This is an optimization exercise on Yosys and OpenROAD, whose aim is small area, not a production implementation. The RTL was checked by simulation tests, not by an equivalence proof against the original design. No activity file was given, so power comes from the tool's default toggle rates.

<file path="flow/run.sh">
#!/bin/bash
# synth_recipe.tcl (not shown) runs the flow's synth.tcl, then flattens the netlist and writes it again
# the make line also repeats each setting of config.mk as NAME=value (left out here)
make -C /OpenROAD-flow-scripts/flow DESIGN_CONFIG=/design/flow/config.mk WORK_HOME=/design/flow/orfs CLKGATE_MAP_FILE= SYNTH_SCRIPT=/design/flow/synth_recipe.tcl finish
</file>
<file path="flow/config.mk">
export PLATFORM = sky130hd
export DESIGN_NAME = MazeRunner
export DESIGN_NICKNAME = MazeRunner
export VERILOG_FILES = /design/flow/design.v
export SDC_FILE = /design/flow/constraint.sdc
export NUM_CORES = 4
export LEC_CHECK = 0
export CAP_MARGIN = 20
export CORE_MARGIN = 2
export CORE_UTILIZATION = 40
export PLACE_DENSITY = 0.6
export SLEW_MARGIN = 20
</file>
<file path="flow/constraint.sdc">
create_clock -name core_clock -period 10.0 [get_ports {clk}]
set_input_delay 2.0000 -clock core_clock [delete_from_list [all_inputs] [get_ports {clk}]]
set_output_delay 2.0000 -clock core_clock [all_outputs]
set_load 0.01 [all_outputs]
</file>
<file path="flow/design.v">
module rst_synch(RST_n,clk,rst_n);
input RST_n;
input clk;
output reg rst_n;
reg dff1;
always_ff @(negedge clk, negedge RST_n)begin
	if(!RST_n) begin
		dff1 <= 0;
		rst_n <= 0;
	end
	else begin
		dff1 <= 1;
		rst_n <= dff1;	
	end
end
endmodule	
module MazeRunner(clk,RST_n,SS_n,MOSI,MISO,SCLK,PWMR,PWML,
                  DIRR,DIRL,IR_EN,BMPL_n,BMPR_n,buzz,
                  buzz_n,RX,LED);
  input clk;
  input RST_n;
  output SS_n;
  output MOSI;
  output SCLK;
  input MISO;
  output PWMR;
  output PWML;
  output DIRR;
  output DIRL;
  output IR_EN;
  input BMPL_n;
  input BMPR_n;
  output buzz;
  output buzz_n;
  input RX;
  output [7:0] LED;
  wire rst_n;
  rst_synch iRST(.clk(clk),.RST_n(RST_n),.rst_n(rst_n));
  logic [10:0] pcnt;
  always_ff @(posedge clk, negedge rst_n)
    if (!rst_n) pcnt <= 11'h000;
    else        pcnt <= pcnt + 11'h001;
  wire [3:0] m = pcnt[3:0];
  logic [9:0] fq;
  logic [4:0] fh;
  wire round_end = (fh == 5'd27) && (fq == 10'd223);
  wire frame_end = (fq == (10'd545 + {9'd0,fh[0]}));
  always_ff @(posedge clk, negedge rst_n)
    if (!rst_n) begin
      fq <= 10'd68;
      fh <= 5'd28;
    end else if (round_end) begin
      fq <= 10'd68;
      fh <= 5'd28;
    end else if (frame_end) begin
      fq <= 10'd23;
      fh <= fh + 5'd1;
    end else
      fq <= fq + 10'd1;
  wire conv   = ~fh[4];                   
  wire [2:0] chnnl = fh[3:1];
  wire [4:0] bitf = fq[9:5];              
  assign SS_n = ~(conv & (fq < 10'd544));
  assign SCLK = SS_n | fq[4];
  assign MOSI = ((bitf == 5'd3) & chnnl[2]) | ((bitf == 5'd4) & chnnl[1]) | ((bitf == 5'd5) & chnnl[0]);
  wire u_start  = (fh == 5'd28) && (fq == 10'd68);     
  wire ir_vld   = (fh == 5'd15) && (fq == 10'd545);
  wire err_cap  = (fh == 5'd16) && (fq == 10'd30);
  wire err_vld  = (fh == 5'd16) && (fq == 10'd31);
  wire err_vld2 = (fh == 5'd16) && (fq == 10'd32);
  logic IR_en;
  always_ff @(posedge clk, negedge rst_n)
    if (!rst_n)       IR_en <= 1'b0;
    else if (u_start) IR_en <= 1'b1;
    else if (ir_vld)  IR_en <= 1'b0;
  assign IR_EN = IR_en;
  wire smpl = (fq[4:0] == 5'd15);
  logic MISO_smpl;
  always_ff @(posedge clk)
    if (smpl) MISO_smpl <= MISO;
  wire data_frm = conv & fh[0];
  wire data_bit = (bitf >= 5'd5) && (bitf <= 5'd16);
  logic ln_over, ln_ge;
  wire ln_en  = data_frm & data_bit & smpl;
  wire ln_msb = (bitf == 5'd5);
  wire ln_c   = (bitf != 5'd10);           
  wire ln_eq  = ln_msb | ~ln_ge;
  always_ff @(posedge clk) begin
    if (fh[4])
      ln_over <= 1'b0;
    else if (ln_en & ln_eq & ~MISO & ln_c & (chnnl != 3'd7))
      ln_over <= 1'b1;
    if (ln_en & ln_eq)
      ln_ge <= MISO & ~ln_c;
  end
  logic line_present;
  always_ff @(posedge clk, negedge rst_n)
    if (!rst_n)      line_present <= 1'b0;
    else if (ir_vld) line_present <= ln_over;
  logic [15:0] acc;
  logic cy;
  wire [3:0] pos_sum = m + bitf[3:0];
  wire inj = data_frm & data_bit & fq[4] & (pos_sum == {2'b00, chnnl[1:0]}) & MISO_smpl;
  wire sub = fh[0] ? ~fh[3] : ~(fh[3] ^ (fh[2:1] == 2'b00));
  wire a   = acc[0];
  wire s   = a ^ inj ^ cy;
  wire ap  = a ^ sub;
  wire co  = (ap & inj) | (ap & cy) | (inj & cy);
  wire clr = fh[4] & fh[3];
  always_ff @(posedge clk) begin
    acc <= {s & ~clr, acc[15:1]};
    cy  <= co & ~clr & (m != 4'd15);
  end
  logic [10:0] err_raw;    
  always_ff @(posedge clk)
    if (err_cap)
      err_raw <= (acc[15] && ~&acc[14:10]) ? 11'h400 :
                 (~acc[15] && |acc[14:10]) ? 11'h3FF : acc[10:0];
  logic rx_ff1, rx_ff2;
  always_ff @(posedge clk, negedge rst_n)
    if (!rst_n) begin
      rx_ff1 <= 1'b1;
      rx_ff2 <= 1'b1;
    end else begin
      rx_ff1 <= RX;
      rx_ff2 <= rx_ff1;
    end
  logic [3:0] bit_cnt;
  logic [12:0] baud_cnt;
  logic [8:0] shift_reg;
  wire rx_idle = bit_cnt[3] & (bit_cnt[2] | (bit_cnt[1] & bit_cnt[0]));
  wire rdy     = (bit_cnt == 4'd11);
  wire start   = rx_idle & ~rx_ff2;
  wire shift   = (baud_cnt == 13'd0);
  always_ff @(posedge clk, negedge rst_n)
    if (!rst_n)       bit_cnt <= 4'd12;
    else if (rx_idle) bit_cnt <= start ? 4'd0 : 4'd12;
    else if (shift | (bit_cnt == 4'd10)) bit_cnt <= bit_cnt + 4'd1;
  always_ff @(posedge clk)
    if (start)        baud_cnt <= 13'd2604;
    else if (shift)   baud_cnt <= 13'd5208;
    else if (!rx_idle) baud_cnt <= baud_cnt - 13'd1;
  always_ff @(posedge clk)
    if (shift) shift_reg <= {rx_ff2, shift_reg[8:1]};
  logic upper_st, cmd_rdy;
  logic [7:0] upper_byte;
  always_ff @(posedge clk)
    if (rdy & ~upper_st) upper_byte <= shift_reg[7:0];
  always_ff @(posedge clk, negedge rst_n)
    if (!rst_n) upper_st <= 1'b0;
    else if (rdy) upper_st <= ~upper_st;
  localparam [2:0] IDLE = 3'd0, LINE_PRESENT = 3'd1, OBSTRUCT = 3'd2, WAIT = 3'd3,
                   EDGE_DETECT = 3'd4, WAIT_SHORT = 3'd5, WAIT_LONG = 3'd6, WAIT_LINE_PRESENT = 3'd7;
  logic [2:0] state, nxt_state;
  logic go, buzz_en, cap_cmd, nxt_cmd, rev1, rev2, veer, clr_opn, clr_tmr;
  logic [15:0] cmd_reg;
  logic last_veer_rght;
  logic [20:0] tmr;        
  logic buzz_q;            
  wire bump = ~BMPR_n | ~BMPL_n;
  wire [1:0] cmd_2bit = cmd_reg[1:0];
  always_ff @(posedge clk, negedge rst_n)
    if (!rst_n) cmd_rdy <= 1'b0;
    else if (rdy & upper_st) cmd_rdy <= 1'b1;
    else if (cap_cmd) cmd_rdy <= 1'b0;
  always_comb begin
    go = 1;
    buzz_en = 0;
    cap_cmd = 0;
    nxt_cmd = 0;
    rev1 = 0;
    rev2 = 0;
    veer = 0;
    clr_opn = 0;
    clr_tmr = 0;
    nxt_state = state;
    case (state)
      IDLE: begin
        go = 0;
        clr_tmr = 1;
        if (cmd_rdy && line_present) begin
          nxt_state = LINE_PRESENT;
          go = 1;
          cap_cmd = 1;
        end
      end
      LINE_PRESENT: begin
        clr_tmr = 1;
        if (~line_present && cmd_2bit == 2'b11) begin
          nxt_state = WAIT_SHORT;
          go = 0;
          rev1 = 1;
        end else if (~line_present && |cmd_2bit) begin
          nxt_state = WAIT_LINE_PRESENT;
          veer = 1;
        end else if (~line_present) begin
          go = 0;
          nxt_state = IDLE;
        end else
          nxt_state = OBSTRUCT;
      end
      OBSTRUCT: begin
        if (bump) begin
          nxt_state = WAIT;
          go = 0;
          buzz_en = 1;
        end else
          nxt_state = LINE_PRESENT;
      end
      WAIT: begin
        go = 0;
        buzz_en = 1;
        if (tmr[17]) nxt_state = EDGE_DETECT;
      end
      EDGE_DETECT: begin
        go = 0;
        buzz_en = 1;
        if (bump) begin
          nxt_state = LINE_PRESENT;
          go = 1;
        end
      end
      WAIT_SHORT: begin
        if (tmr[19] & tmr[17]) begin
          nxt_state = WAIT_LONG;
          go = 0;
          rev2 = 1;
          clr_tmr = 1;
        end
      end
      WAIT_LONG: begin
        if (tmr[20]) begin
          nxt_state = WAIT_LINE_PRESENT;
          clr_opn = 1;
        end
      end
      default: begin    
        if (line_present) begin
          nxt_state = LINE_PRESENT;
          clr_opn = 1;
          nxt_cmd = 1;
        end
      end
    endcase
  end
  always_ff @(posedge clk, negedge rst_n)
    if (!rst_n) state <= IDLE;
    else        state <= nxt_state;
  always_ff @(posedge clk)
    if (clr_tmr) tmr <= 21'h0;
    else         tmr <= tmr + 21'h1;
  always_ff @(posedge clk, negedge rst_n)
    if (!rst_n) buzz_q <= 1'b0;
    else        buzz_q <= buzz_en;
  assign buzz = buzz_q & tmr[14];
  assign buzz_n = ~buzz;
  always_ff @(posedge clk)
    if (cap_cmd)      cmd_reg <= {upper_byte, shift_reg[7:0]};
    else if (nxt_cmd) cmd_reg <= {2'b00, cmd_reg[15:2]};
  always_ff @(posedge clk, negedge rst_n)
    if (!rst_n)       last_veer_rght <= 1'b0;
    else if (nxt_cmd) last_veer_rght <= cmd_reg[0];
  logic opn_neg;
  logic [1:0] opn_mag;
  always_ff @(posedge clk, negedge rst_n)
    if (!rst_n) begin
      opn_neg <= 1'b0;
      opn_mag <= 2'd0;
    end else if (clr_opn) begin
      opn_neg <= 1'b0;
      opn_mag <= 2'd0;
    end else if (veer) begin
      opn_neg <= ~cmd_2bit[0];
      opn_mag <= 2'd1;
    end else if (rev1) begin
      opn_neg <= last_veer_rght;
      opn_mag <= 2'd2;
    end else if (rev2) begin
      opn_neg <= ~last_veer_rght;
      opn_mag <= 2'd3;
    end
  logic [5:0] opn_m;
  always_comb
    case (opn_mag)
      2'd0: opn_m = 6'd0;
      2'd1: opn_m = 6'd26;
      2'd2: opn_m = 6'd15;
      default: opn_m = 6'd28;
    endcase
  wire [5:0] opn_hi = opn_neg ? -opn_m : opn_m;
  wire [10:0] err_sat = line_present ? err_raw : {opn_hi, 5'b00000};
  logic [10:0] err_sat_piped, err_current, err_prev;
  logic [7:0]  D_diff_sat_piped;
  logic [15:0] integrator;
  logic line_1;
  logic [4:0] frwrd;         
  logic signed [11:0] lft_spd, rght_spd;
  wire moving = (frwrd > 5'd4);
  always_ff @(posedge clk) begin
    err_sat_piped <= err_sat;
    line_1 <= line_present;
  end
  always_ff @(posedge clk)
    if (err_vld2) begin
      err_current <= err_sat_piped;
      err_prev <= err_current;
    end
  wire [10:0] D_diff = err_sat_piped - err_prev;
  always_ff @(posedge clk)
    D_diff_sat_piped <= (D_diff[10] && (D_diff[9:7] != 3'b111)) ? 8'h80 :
                        (~D_diff[10] && |D_diff[9:7]) ? 8'h7F : D_diff[7:0];
  wire [15:0] err_ext = {{5{err_sat_piped[10]}}, err_sat_piped};
  wire [15:0] add_result = err_ext + integrator;
  wire over = (err_ext[15] == integrator[15]) && (add_result[15] != integrator[15]);
  always_ff @(posedge clk)
    if (~go || ~moving || (line_present & ~line_1))
      integrator <= 16'h0000;
    else if (~over && err_vld2)
      integrator <= add_result;
  wire [14:0] P_term = {{2{err_sat[10]}}, err_sat, 2'b00} + {{3{err_sat[10]}}, err_sat, 1'b0};
  wire [14:0] D_term = {{1{D_diff_sat_piped[7]}}, D_diff_sat_piped, 6'b0} - {{4{D_diff_sat_piped[7]}}, D_diff_sat_piped, 3'b0};
  wire [14:0] PID = P_term + {5'b0, integrator[15:6]} + D_term;
  always_ff @(posedge clk, negedge rst_n)
    if (!rst_n) frwrd <= 5'd0;
    else if (~go) frwrd <= 5'd0;
    else if (err_vld && !(frwrd[4] & frwrd[3])) frwrd <= frwrd + 5'd1;
  wire [11:0] fw = {2'b00, frwrd, 5'b00000};
  always_ff @(posedge clk, negedge rst_n)
    if (!rst_n) begin
      lft_spd <= 12'h000;
      rght_spd <= 12'h000;
    end else if (moving && go) begin
      lft_spd <= PID[14:3] + fw;
      rght_spd <= fw - PID[14:3];
    end else begin
      lft_spd <= fw;
      rght_spd <= fw;
    end
  assign DIRL = lft_spd[11];
  assign DIRR = rght_spd[11];
  wire [10:0] duty_l = lft_spd[11] ? ~lft_spd[10:0] : lft_spd[10:0];
  wire [10:0] duty_r = rght_spd[11] ? ~rght_spd[10:0] : rght_spd[10:0];
  logic PWML_q, PWMR_q;
  always_ff @(posedge clk, negedge rst_n)
    if (!rst_n) begin
      PWML_q <= 1'b0;
      PWMR_q <= 1'b0;
    end else begin
      PWML_q <= (pcnt < duty_l);
      PWMR_q <= (pcnt < duty_r);
    end
  assign PWML = PWML_q;
  assign PWMR = PWMR_q;
  assign LED = 8'h00;
endmodule
</file>
==> run notes <==
==> power by group through the flow <==
| stage | Combinational (mW) | Clock, mW | Sequential, mW |
|---|---|---|---|
| final | 3.04 | 0.959 | 1.12 |
| after floorplan | 2.58 | 0 | 1.08 |
| after global placement | 3.01 | 0 | 1.14 |
| after global routing | 3.48 | 1.03 | 1.13 |
| after CTS | 3.08 | 0.987 | 1.12 |
| after detailed placement | 3.06 | 0 | 1.14 |
==> path summary, 6_finish.rpt <==
| kind | endpoint | startpoint |
|---|---|---|
| hold reg to reg | iRST.rst_n | iRST.dff1 |
| hold / removal | iRST.rst_n | iRST.dff1 |
| min in group asynchronous | fq[8] | iRST.rst_n |
| max in group core_clock | rght_spd[11] | opn_mag[0] |
| setup reg to reg | lft_spd[1] | iRST.rst_n |
| setup / recovery | iRST.rst_n | RST_n |
==> cells in the final DEF (no fill, tap or decap), types with 24 or more instances in the layout <==
master       n
nor2_1     114
dfrtp_1     65
a21o_1      27
nand2_1     92
inv_1      101
dfxtp_1     88
nand3_1     37
ha_1       105
xnor2_1     85
o21ai_0     36
edfxtp_1    68
o21ai_1     24
clkbuf_16   27
xor2_1      54
a21oi_1     52
==> per-layer routing <==
layer	share of wire (%)	vias to the layer above	global-route usage, %
met2	47	84	24.83
li1	-	4442	-
met5	0	-	0
met1	48	4182	21.03
met4	2.1	0	3.488
met3	2.9	36	2.199
==> cell families after synthesis <==
| logic type | Yosys count | synth area share, % |
|---|---|---|
| AND/OR/NAND/NOR | 373 | 13.75 |
| adder cells (fa/ha/maj) | 130 | 13.74 |
| flip-flops | 232 | 44.29 |
| multiplexers | 29 | 2.404 |
| XOR/XNOR | 139 | 9.431 |
| AO/OA/AOI/OAI | 232 | 11.86 |
| buffers and inverters | 143 | 4.459 |
| other | 2 | 0.05818 |
==> stage by stage <==
stage	worst slack, ns	area (um^2)
4_1_cts	3.353	14320
5_1_grt	3.334	14320
2_1_floorplan	2.673	12930
6_report	3.337	14320
3_5_place_dp	2.780	13450
3_3_place_gp	2.785	13450
==> area by class of cell <==
type	instances	area [um^2]	share of cell area, %
multi-input cells	912	6659	46.49
flip-flops and latches	232	5717	39.91
clock buffers	35	725.7	5.066
well taps	402	503.0	3.512
inverters	104	390.4	2.725
repair buffers	20	187.7	1.310
clock inverters	15	141.4	0.9871
==> reports/results.md <==
| Group | Item | Reported |
| --- | --- | --- |
| timing | Final sum of negative setup slack | 0 ns |
| setup path | Critical-path cell with the highest stage delay | clkdlybuf4s50_1 |
| clock tree | Count of hold-fix buffers inserted at cts | 0 |
| routing | DRT iter0 DRCs | 357 |
| synthesis | Syn_area_per_cell | 10.08 um^2 |
| power | Net switching power | 2.253 mW |
| timing | Largest clock skew in the final design | 0.01404 ns |
| layout | Number of nets at the end of the flow | 1429 |
| power | Clock group share of total power | 18.7% |
| synthesis | Fraction of registers with async set/reset | 32.76% |
| outcome | Result of the run | timing/DRC/antenna clean |
| routing | First-pass iteration count of the detailed router | 4 |
| setup path | Setup slack, reg-to-reg | 3.85 ns |
| routing | Avg Vias per Cell | 5.084 |
| setup path | Crit. path cell count | 1 |
| routing | Average detailed-routed wire length per instance | 14.42 um |
| routing | Via count | 8744 |
| setup path | Startpoint type of the worst setup path | primary input |
| synthesis | Synth warnings | 2 |
| clock tree | Number of levels the H-tree was split into | 1 |
| power | Total power divided by cell area | 357.3 nW/um^2 |
| layout | Max reg flops | 21 |
| clock tree | CTS sink cnt | 232 |
| floorplan | Placement Rows | 65 |
| setup path | Crit path buffers/inverters | 1 |
| clock tree | TritonCTS clock tree | yes |
| power | Int Power | 2.864 mW |
| floorplan | Die area | 33720 um^2 |
| hold path | Count of cells along the worst hold path | 0 |
| floorplan | Core Footprint | 31640 um^2 |
| synthesis | Post-synthesis instance total | 1280 |
| synthesis | Leading area contributor after synthesis | edfxtp_1 |
| floorplan | Effective utilization at floorplan | 40.80% |
| synthesis | Most frequently used cell type in the post-synthesis netlist | nor2_1 |
| placed design | Post-Place Cells | 1670 |
| floorplan | Floorplan die width | 183.6 um |
| layout | Ratio of cells with drive above 1 in the final layout | 6.525% |
| setup path | Top delay family on crit path | buffers and inverters |
| layout | Post-layout instance count excluding filler cells | 1720 |
| timing | Count of endpoints failing hold in the final timing report | 0 |
| global routing | Via count of the first global-routing pass | 8445 |
| routing | Detailed-route DRC error count | 0 |
| routing | Total wirelength of the detailed-routed design | 24810 um |
| setup path | Startpoint-to-endpoint class of the critical path | primary input to asynchronous set/reset pin |
| synthesis | Synth top area cells | edfxtp_1 (16%), dfxtp_1 (14%), dfrtp_1 (13%) |
| synthesis | Summed instance area of the synthesized netlist | 12910 um^2 |
| job | Count of maximum capacitance violations | 0 |
| setup path | Critical Path Fanout Max | 2 |
| synthesis | Synth Flop Type | dfxtp_1 |
| setup path | Slowest cell delay on critical path | 0.49 ns |
| layout | Largest register by flop count | tmr |
| setup path | Number of cell instances on the worst register-to-register path | 1 |
| floorplan | IO Pins | 24 |
| clock tree | Post-CTS sizing | 0 |
| clock tree | Root buffer cell | clkbuf_16 |
| placed design | RD Place Congestion | 0.8331 |
| setup path | Crit. End Element | asynchronous set/reset pin |
| global routing | Largest net degree at the start of global routing | 75 |
| timing | Setup violators final | 0 |
| power | Share of total power consumed by net switching | 44.02% |
| timing | Worst rel slew slack | 33.81% |
| layout | Number of diodes | 0 |
| timing | Slew at the pin with the worst max-slew slack | 0.9897 ns |
| power | Largest voltage drop on the vdd net | 0.3721 mV |
| floorplan | Die Height | 183.6 um |
| clock tree | Number of CTS-inserted buffers | 27 |
| setup path | Arrival time of the worst setup path | 2.49 ns |
| synthesis | Ranking of synthesized cells by instance count | nor2_1 (114), ha_1 (105), inv_1 (101) |
| timing | Worst hold margin | 0.2989 ns |
| clock tree | Clock latency (worst-skew pair) | 0.54 ns |
| clock tree | Total setup buffers inserted after CTS | 0 |
| synthesis | Share of the synthesized area in the top cell type | 15.82% |
| hold path | Min-Delay Path Class | flip-flop to flip-flop |
| synthesis | Sequential area share after synthesis | 44.29% |
| global routing | Antenna violations before repair | 0 |
| synthesis | Library cells used by synthesis | 74 |
| layout | Utilization after layout | 45.28% |
| clock tree | Clock-pin slew reported for the worst setup and hold paths after clock tree synthesis | 0.04 ns |
| setup path | CP required | 5.83 ns |
| timing | Pins Over Slew Limit | 0 |
| routing | Antenna-violating nets left | 0 |
| setup path | Series of cell instances along the critical path | clkdlybuf4s50_1 |
| global routing | Global-route wire length before repair | 41970 um |
| layout | Area added between synthesis and finish | 10.96% |
| power | Total power draw | 5.117 mW |
| global routing | GRT Util Overall | 15.09% |
| power | Proportion of power drawn by combinational gates | 59.3% |
| global routing | Final global-route overflow total | 0 |
| power | Leakage power total | 6.064 nW |
| placed design | Dpl hpwl | 17990 um |
| synthesis | Yosys reg bits | 232 |
| power | Register share of total power | 21.9% |
| placed design | IO buf count | 15 |
| timing | Setup repair after global routing missed its margin | false |
| layout | Layout filler cell count | 2974 |
| clock tree | Buffers from clock root to sink, at most | 3 |
| synthesis | Number of synthesized flops with an enable pin | 68 |
